Context: an optimization exercise on an open-source flow, tuned for small area, a short achievable clock period and few clock cycles. The choices shown serve that exercise and are no tape-out recipe. RTL that was checked went through simulation tests only; none was proved equivalent to the original. The clock input has no modelled driver; a real chip could not lean on it and would need a root buffer or a full tree. Power is estimated from default activity; no workload was simulated.

==> module fifo_conv_top, before the edit <==
module fifo_conv_top(
input clk,
input rst,
input data_valid,
input [7:0] data_i,
output wire idle,
output wire done,
output wire [15:0] data_o,
output wire conv_done
);
assign idle = 1'b1;
reg [7:0] x;           
reg acc;               
reg [7:0] h0, h1;      
reg [2:0] col;         
reg [2:0] row;         
reg signed [8:0] dq;
reg signed [10:0] pq;
reg emit;
reg signed [8:0] q0, q1, q2, q3, q4, q5;
reg signed [10:0] out_r;
reg vld_r, done_r;
wire signed [8:0] d = {1'b0, x} - {1'b0, h0};
wire last_col = (col == 3'd4);
wire upd = acc && (col[2] || col[1]);    
always @(posedge clk) begin
  x <= data_i;
  dq <= d;
  pq <= q0 + (q3 <<< 1);
  out_r <= pq + dq;
  if (acc) begin
    h1 <= x;
    h0 <= h1;
  end
  if (upd) begin
    q0 <= q1; q1 <= q2; q2 <= q3; q3 <= q4; q4 <= q5; q5 <= d;
  end
  if (rst) begin
    acc <= 1'b0;
    col <= 3'd0;
    row <= 3'd0;
    emit <= 1'b0;
    vld_r <= 1'b0;
    done_r <= 1'b0;
  end else begin
    acc <= data_valid;
    emit <= upd && (row[2] || row[1]);
    vld_r <= emit;
    done_r <= (row == 3'd5);
    if (acc) begin
      col <= last_col ? 3'd0 : col + 3'd1;
      if (last_col && row != 3'd5) row <= row + 3'd1;
    end
  end
end
assign data_o = {{5{out_r[10]}}, out_r};
assign conv_done = vld_r;
assign done = done_r;
endmodule
Settings: LEC_CHECK=0, CAP_MARGIN=20, CORE_MARGIN=2, CORE_UTILIZATION=40, SETUP_SLACK_MARGIN=3.2, SLEW_MARGIN=20; clock period 5.0 ns.
run.sh (not shown) runs the stock make flow with config.mk's settings and CLKGATE_MAP_FILE= SYNTH_SCRIPT=/design/flow/synth_recipe.tcl, a recipe that flattens the netlist after the stock synthesis.
Change:
--- a/flow/design.v
+++ b/flow/design.v
@@ -14,37 +14,35 @@
 reg [7:0] h0, h1;      
 reg [2:0] col;         
 reg [2:0] row;         
-reg signed [8:0] dq;
-reg signed [10:0] pq;
-reg emit;
+reg signed [8:0] dq;   
+reg upd, emit;         
 reg signed [8:0] q0, q1, q2, q3, q4, q5;
 reg signed [10:0] out_r;
 reg vld_r, done_r;
-wire signed [8:0] d = {1'b0, x} - {1'b0, h0};
 wire last_col = (col == 3'd4);
-wire upd = acc && (col[2] || col[1]);    
 always @(posedge clk) begin
   x <= data_i;
-  dq <= d;
-  pq <= q0 + (q3 <<< 1);
-  out_r <= pq + dq;
+  dq <= {1'b0, x} - {1'b0, h0};
+  out_r <= q0 + (q3 <<< 1) + dq;
   if (acc) begin
     h1 <= x;
     h0 <= h1;
   end
   if (upd) begin
-    q0 <= q1; q1 <= q2; q2 <= q3; q3 <= q4; q4 <= q5; q5 <= d;
+    q0 <= q1; q1 <= q2; q2 <= q3; q3 <= q4; q4 <= q5; q5 <= dq;
   end
   if (rst) begin
     acc <= 1'b0;
     col <= 3'd0;
     row <= 3'd0;
+    upd <= 1'b0;
     emit <= 1'b0;
     vld_r <= 1'b0;
     done_r <= 1'b0;
   end else begin
     acc <= data_valid;
-    emit <= upd && (row[2] || row[1]);
+    upd <= acc && (col[2] || col[1]);
+    emit <= acc && (col[2] || col[1]) && (row[2] || row[1]);
     vld_r <= emit;
     done_r <= (row == 3'd5);
     if (acc) begin
Outcome: Setup slack gets worse by 0.31 ns. Final area drops by roughly a tenth. First-iteration DRC count increases by a few percent. Die area is lower by a little under a tenth. Power is lower by a quarter to a third. Cell count goes down by about a fifth. Global-route usage drops by 3.1 points. Synthesized cell count went down by about a fifth. Via count is lower by about a fifth. Routed wire length goes down by a quarter to a third. Maximum frequency drops by roughly a tenth.
No run of this note included a check of the RTL's function; only the layout flow was run.

---

The RTL this note starts from:
==> flow/design.v <==
module fifo_conv_top(
input clk,
input rst,
input data_valid,
input [7:0] data_i,
output wire idle,
output wire done,
output wire [15:0] data_o,
output wire conv_done
);
assign idle = 1'b1;
reg [7:0] x;           
reg acc;               
reg [7:0] h0, h1;      
reg [2:0] col;         
reg [2:0] row;         
reg signed [10:0] pq;
reg emit;
reg signed [8:0] q0, q1, q2, q3, q4, q5;
reg signed [10:0] out_r;
reg vld_r, done_r;
wire signed [8:0] d = {1'b0, x} + {1'b1, h0} + 9'd1;    
wire last_col = col[2] & ~col[0];
wire row_full = row[2] & ~row[1];
wire upd = acc && col[1];    
always @(posedge clk) begin
  x <= data_i;
  acc <= data_valid;     
  pq <= q0 + (q3 <<< 1);
  out_r <= pq + q5;
  if (acc) begin
    h1 <= ~x;
    h0 <= h1;
  end
  if (upd) begin
    q0 <= q1; q1 <= q2; q2 <= q3; q3 <= q4; q4 <= q5; q5 <= d;
  end
  if (rst) begin
    col <= 3'd0;
    row <= 3'd0;
    emit <= 1'b0;
    vld_r <= 1'b0;
    done_r <= 1'b0;
  end else begin
    emit <= upd && (row[2] || row[1]);
    vld_r <= emit;
    done_r <= row_full;
    if (acc) begin
      col <= {col[1] & col[0], col[0], ~col[2]};
      if (last_col && !row_full) row <= {row[1], row[0], ~row[2]};
    end
  end
end
assign data_o = {{5{out_r[10]}}, out_r};
assign conv_done = vld_r;
assign done = done_r;
endmodule
clock: 5.0 ns
lec_check: 0
cap_margin: 20
core_margin: 2
core_utilization: 75
place_density: 0.85
setup_slack_margin: 3.1
slew_margin: 20
standard.sh (not shown) runs the stock make flow with config.mk's settings and CLKGATE_MAP_FILE= SYNTH_SCRIPT=/design/flow/synth_recipe.tcl, a recipe that flattens the netlist after the stock synthesis.
==> flow/flow/run.sh <==
#!/bin/bash
# Own layout flow: the standard flow (standard.sh, standard synthesis
# included) with a few extra ORFS settings read from flow/knobs.txt, one
# VAR=value per line. Each tool's full output stays in the ORFS logs under
# orfs/logs; make's own output goes to make_finish.log here.
set -euo pipefail
W=$(pwd)
knobs=()
if [[ -f flow/knobs.txt ]]; then
  while IFS= read -r line; do
    [[ -z "$line" || "$line" == \#* ]] && continue
    knobs+=("${line//@FLOW@/$W/flow}")
  done < flow/knobs.txt
fi
bash standard.sh "${knobs[@]}" finish > make_finish.log 2>&1
Other scripts of this flow, unchanged in this note and not shown: flow/flow/knobs.txt, flow/flow/mcts.tcl
Testbench counts at the start, summed over its fixed seeds: cycles 1,624.
Edit:
--- a/flow/design.v
+++ b/flow/design.v
@@ -18,13 +18,12 @@
 reg emit;
 reg signed [8:0] q0, q1, q2, q3, q4, q5;
 reg signed [10:0] out_r;
 reg vld_r, done_r;
 wire signed [8:0] d = {1'b0, x} + {1'b1, h0} + 9'd1;    
-wire last_col = col[2] & ~col[0];
-wire row_full = row[2] & ~row[1];
-wire upd = acc && col[1];    
+wire last_col = (col == 3'd4);
+wire upd = acc && (col[2] || col[1]);    
 always @(posedge clk) begin
   x <= data_i;
   acc <= data_valid;     
   pq <= q0 + (q3 <<< 1);
   out_r <= pq + q5;
@@ -42,14 +41,14 @@
     vld_r <= 1'b0;
     done_r <= 1'b0;
   end else begin
     emit <= upd && (row[2] || row[1]);
     vld_r <= emit;
-    done_r <= row_full;
+    done_r <= (row == 3'd5);
     if (acc) begin
-      col <= {col[1] & col[0], col[0], ~col[2]};
-      if (last_col && !row_full) row <= {row[1], row[0], ~row[2]};
+      col <= last_col ? 3'd0 : col + 3'd1;
+      if (last_col && row != 3'd5) row <= row + 3'd1;
     end
   end
 end
 assign data_o = {{5{out_r[10]}}, out_r};
 assign conv_done = vld_r;
Clock skew hardly moves; routed wire length came out higher by 5.5%; combinational power goes up by 30%; cell area rose by 0.95%; die area grows by 1.7%; global-route usage rises by 1.9 points; sequential share of layout area fell by 0.57 points; critical path depth is unchanged; via count rises by 4.9%; core utilization fell by 0.23 points; first-iteration DRC count goes up by 34%; final cell count came out higher by 3.0%; fmax went up by 4.1%.
Testbench counts after the change, summed over its fixed seeds: cycles 1,624.
In every run of this note, the design's own scripts or RTL, not TritonCTS, make the clock network.

---

== red ==
RTL: the design.v shown in full above, as it stands there.
export LEC_CHECK = 0
export CAP_MARGIN = 20
export CORE_MARGIN = 2
export CORE_UTILIZATION = 75
export PLACE_DENSITY = 0.85
export SETUP_SLACK_MARGIN = 3.05
export SLEW_MARGIN = 20
create_clock -name core_clock -period 5.0 [get_ports {clk}]
Scripts as last shown in full above: flow/flow/run.sh
Other scripts of this flow, unchanged in this note and not shown: flow/flow/knobs.txt, flow/flow/mcts.tcl
Testbench counts of red, summed over its fixed seeds: cycles 1,624.
The inputs of blue differ from those of red as listed below.
--- a/flow/design.v
+++ b/flow/design.v
@@ -20,9 +20,8 @@
 reg signed [10:0] out_r;
 reg vld_r, done_r;
 wire signed [8:0] d = {1'b0, x} + {1'b1, h0} + 9'd1;    
-wire last_col = col[2] & ~col[0];
-wire row_full = row[2] & ~row[1];
-wire upd = acc && col[1];    
+wire last_col = (col == 3'd4);
+wire upd = acc && (col[2] || col[1]);    
 always @(posedge clk) begin
   x <= data_i;
   acc <= data_valid;     
@@ -44,10 +43,10 @@
   end else begin
     emit <= upd && (row[2] || row[1]);
     vld_r <= emit;
-    done_r <= row_full;
+    done_r <= (row == 3'd5);
     if (acc) begin
-      col <= {col[1] & col[0], col[0], ~col[2]};
-      if (last_col && !row_full) row <= {row[1], row[0], ~row[2]};
+      col <= last_col ? 3'd0 : col + 3'd1;
+      if (last_col && row != 3'd5) row <= row + 3'd1;
     end
   end
 end
Findings:
Taking red as the reference, in blue total power moved up; maximum clock rate moved up; final cell count now sits higher.
blue vs red — count of fill cells added during filler insertion rose about 3%.
Against red, synthesized netlist cell count in blue rose by a few percent.
Measured against each other, blue and red differ in final cell area excluding filler cells, the lower figure coming from red.
Time the final worst path needs with I/O delays and setup: blue < red
blue completed every stage of the flow, and the final layout passed the timing, design-rule and antenna checks.
Per the comparison of blue with red, count of nets after finishing went up 17, placeable core region picked up an extra about 1.2%, critical path data required time now sits at about the same level.
Testbench counts of blue, summed over its fixed seeds: cycles 1,624.
In every run of this note, the design's own scripts or RTL, not TritonCTS, make the clock network.

---

== the reference run ==
// fifo_conv_top: RTL as listed in full above, without the edits since
clock: 5.0 ns
lec_check: 0
cap_margin: 20
core_margin: 2
core_utilization: 75
place_density: 0.85
setup_slack_margin: 3.05
slew_margin: 20
Scripts as last shown in full above: flow/flow/run.sh
Other scripts of this flow, unchanged in this note and not shown: flow/flow/knobs.txt, flow/flow/mcts.tcl
Testbench counts of the reference run, summed over its fixed seeds: cycles 1,624.
Relative to the reference run, the following input files were edited for the trial run:
--- a/flow/design.v
+++ b/flow/design.v
@@ -24,9 +24,8 @@
 wire row_full = row[2] & ~row[1];
 wire upd = acc && col[1];    
 always @(posedge clk) begin
   x <= data_i;
-  acc <= data_valid;     
   pq <= q0 + (q3 <<< 1);
   out_r <= pq + q5;
   if (acc) begin
     h1 <= ~x;
@@ -35,14 +34,16 @@
   if (upd) begin
     q0 <= q1; q1 <= q2; q2 <= q3; q3 <= q4; q4 <= q5; q5 <= d;
   end
   if (rst) begin
+    acc <= 1'b0;
     col <= 3'd0;
     row <= 3'd0;
     emit <= 1'b0;
     vld_r <= 1'b0;
     done_r <= 1'b0;
   end else begin
+    acc <= data_valid;
     emit <= upd && (row[2] || row[1]);
     vld_r <= emit;
     done_r <= row_full;
     if (acc) begin
==> comparison <==
Against the reference run, the trial run reports a overall power that is lower.
On fraction of power spent switching nets: between the trial run and the reference run, it ends up higher for the reference run.
Diff the reference run -> the trial run: first-pass GRT wire length grew by 1.9%, post-route core utilization shrank by 0.23 points.
The trial run -> the reference run: vertical die dimension flat
The reference run → the trial run: post-route minimum period rose 0.0083 ns; power dissipated by switching net loads shrank by about 20%; maximum frequency has decreased; arithmetic-cell share of the synthesized area counting full adders, half adders and majority gates did not really move; wire length rose by 110 um.
Sort the trial run and the reference run by aggregate global-route resource usage asc -> top: the reference run
Testbench counts of the trial run, summed over its fixed seeds: cycles 1,624.
In every run of this note, the design's own scripts or RTL, not TritonCTS, make the clock network.

---

Starts from the design.v that is shown in full above.
Settings: LEC_CHECK=0, CAP_MARGIN=20, CORE_MARGIN=2, CORE_UTILIZATION=75, PLACE_DENSITY=0.85, SETUP_SLACK_MARGIN=3.15, SLEW_MARGIN=20; clock period 5.0 ns.
Scripts as last shown in full above: flow/flow/run.sh
Other scripts of this flow, unchanged in this note and not shown: flow/flow/knobs.txt, flow/flow/mcts.tcl
Testbench counts at the start, summed over its fixed seeds: cycles 1,624.
Edit:
--- a/flow/design.v
+++ b/flow/design.v
@@ -20,9 +20,8 @@
 reg signed [10:0] out_r;
 reg vld_r, done_r;
 wire signed [8:0] d = {1'b0, x} + {1'b1, h0} + 9'd1;    
-wire last_col = col[2] & ~col[0];
-wire row_full = row[2] & ~row[1];
-wire upd = acc && col[1];    
+wire last_col = (col == 3'd4);
+wire upd = acc && (col[2] || col[1]);    
 always @(posedge clk) begin
   x <= data_i;
   acc <= data_valid;     
@@ -44,10 +43,10 @@
   end else begin
     emit <= upd && (row[2] || row[1]);
     vld_r <= emit;
-    done_r <= row_full;
+    done_r <= (row == 3'd5);
     if (acc) begin
-      col <= {col[1] & col[0], col[0], ~col[2]};
-      if (last_col && !row_full) row <= {row[1], row[0], ~row[2]};
+      col <= last_col ? 3'd0 : col + 3'd1;
+      if (last_col && row != 3'd5) row <= row + 3'd1;
     end
   end
 end
Setup slack gets better by 0.089 ns.
Die area increases slightly.
Hold slack degrades by 0.065 ns.
Global-route usage increases by 1.5 points.
Sequential share of layout area rose by 0.29 points.
Core utilization drops by 1.4 points.
Clock power hardly moves.
First-iteration DRC count went up by well over a third.
Final area fell slightly.
Total power grows by a few percent.
Clock skew goes down by 0.0038 ns.
Wire length went down by a few percent.
Critical path depth climbs by 1.
Testbench counts after the change, summed over its fixed seeds: cycles 1,624.
No run of this note takes its clock network from TritonCTS; it comes from the design's own scripts or RTL.

---

## run a
RTL: the design.v shown in full above, as it stands there.
==> flow/config.mk <==
export PLATFORM = sky130hd
export DESIGN_NAME = fifo_conv_top
export DESIGN_NICKNAME = fifo_conv_top
export VERILOG_FILES = /design/flow/design.v
export SDC_FILE = /design/flow/constraint.sdc
export NUM_CORES = 4
export LEC_CHECK = 0
export CAP_MARGIN = 20
export CORE_MARGIN = 2
export CORE_UTILIZATION = 75
export PLACE_DENSITY = 0.85
export SETUP_SLACK_MARGIN = 3.0
export SLEW_MARGIN = 20
==> flow/constraint.sdc <==
create_clock -name core_clock -period 5.0 [get_ports {clk}]
set_input_delay 1.0000 -clock core_clock [delete_from_list [all_inputs] [get_ports {clk}]]
set_output_delay 1.0000 -clock core_clock [all_outputs]
set_load 0.01 [all_outputs]
Scripts as last shown in full above: flow/flow/run.sh
Other scripts of this flow, unchanged in this note and not shown: flow/flow/knobs.txt, flow/flow/mcts.tcl
Testbench counts of run a, summed over its fixed seeds: cycles 1,624.
What run b does differently from run a at the input level:
--- a/flow/design.v
+++ b/flow/design.v
@@ -20,13 +20,31 @@
 reg signed [10:0] out_r;
 reg vld_r, done_r;
-wire signed [8:0] d = {1'b0, x} + {1'b1, h0} + 9'd1;    
-wire last_col = col[2] & ~col[0];
-wire row_full = row[2] & ~row[1];
-wire upd = acc && col[1];    
+function [10:0] skl(input [10:0] a, input [10:0] b, input ci);
+  integer i, l; reg [10:0] g, p, gn, pn, c;
+  begin
+    g = a & b; p = a ^ b;
+    g[0] = g[0] | (p[0] & ci);
+    for (l = 1; l < 11; l = l * 2) begin
+      gn = g; pn = p;
+      for (i = 0; i < 11; i = i + 1)
+        if ((i / l) % 2 == 1) begin
+          gn[i] = g[i] | (p[i] & g[(i / l) * l - 1]);
+          pn[i] = p[i] & p[(i / l) * l - 1];
+        end
+      g = gn; p = pn;
+    end
+    c = {g[9:0], ci};
+    skl = a ^ b ^ c;
+  end
+endfunction
+wire [10:0] dfull = skl({3'b0, x}, {3'b1, h0}, 1'b1);    
+wire signed [8:0] d = dfull[8:0];
+wire last_col = (col == 3'd4);
+wire upd = acc && (col[2] || col[1]);    
 always @(posedge clk) begin
   x <= data_i;
   acc <= data_valid;     
-  pq <= q0 + (q3 <<< 1);
-  out_r <= pq + q5;
+  pq <= skl({{2{q0[8]}}, q0}, {q3[8], q3, 1'b0}, 1'b0);
+  out_r <= skl(pq, {{2{q5[8]}}, q5}, 1'b0);
   if (acc) begin
     h1 <= ~x;
@@ -45,8 +63,8 @@
     emit <= upd && (row[2] || row[1]);
     vld_r <= emit;
-    done_r <= row_full;
+    done_r <= (row == 3'd5);
     if (acc) begin
-      col <= {col[1] & col[0], col[0], ~col[2]};
-      if (last_col && !row_full) row <= {row[1], row[0], ~row[2]};
+      col <= last_col ? 3'd0 : col + 3'd1;
+      if (last_col && row != 3'd5) row <= row + 3'd1;
     end
   end
Findings:
[run b] timing-limited maximum frequency fell about 8% relative to run a
Run b against run a: die outline area decreased about 0.7%; switching power higher; synthesized area decreased by about 0.7% relative to the old numbers.
Wire length of the first global-routing pass: run b vs run a, no meaningful difference
Clock skew delta (run b -> run a): insignificant
Total power of run b is higher than that of run a.
Function not checked in run b: the RTL went through the layout flow alone. In every run of this note, the design's own scripts or RTL, not TritonCTS, make the clock network.

static timing again, ports no longer ideal:
The flow's constraints put no driver on any port. The routed layouts listed below were extracted and timed again, unchanged, in two steps. Step 1 assumes that a clkbuf_16 drives the clock port and a buf_2 every other input. Step 2 moves the port delays by t, midway between the first and last clock arrival at a register: inputs arrive t later, outputs are due t later. That takes back most of the time a late clock gives input paths. a / b / c = ideal / step 1 / step 2; a / b = the first two.
| run | t, ns | setup WS [ns] | worst setup path after step 2 |
|---|---|---|---|
| the first run of note 1 | 0.442 | 3.036 / 2.999 / 3.085 | input to register |
| the second run of note 1 | 0.386 | 2.724 / 2.724 / 2.724 | register to register |
| the first run of note 2 | 0.233 | 3.087 / 3.087 / 3.087 | register to register |
| the second run of note 2 | 0.229 | 3.163 / 3.163 / 3.163 | register to register |
| red | 0.233 | 3.127 / 3.127 / 3.127 | register to register |
| blue | 0.230 | 3.146 / 3.146 / 3.146 | register to register |
| the reference run | 0.213 | 3.133 / 3.133 / 3.133 | register to register |
| the trial run | 0.214 | 3.125 / 3.125 / 3.125 | register to register |
| the first run of note 5 | 0.233 | 3.078 / 3.078 / 3.078 | register to register |
| the second run of note 5 | 0.231 | 3.167 / 3.167 / 3.167 | register to register |
| run a | 0.232 | 3.069 / 3.069 / 3.069 | register to register |
| run b | 0.228 | 2.906 / 2.906 / 2.906 | register to register |
After both steps setup and hold are still met in every run listed.
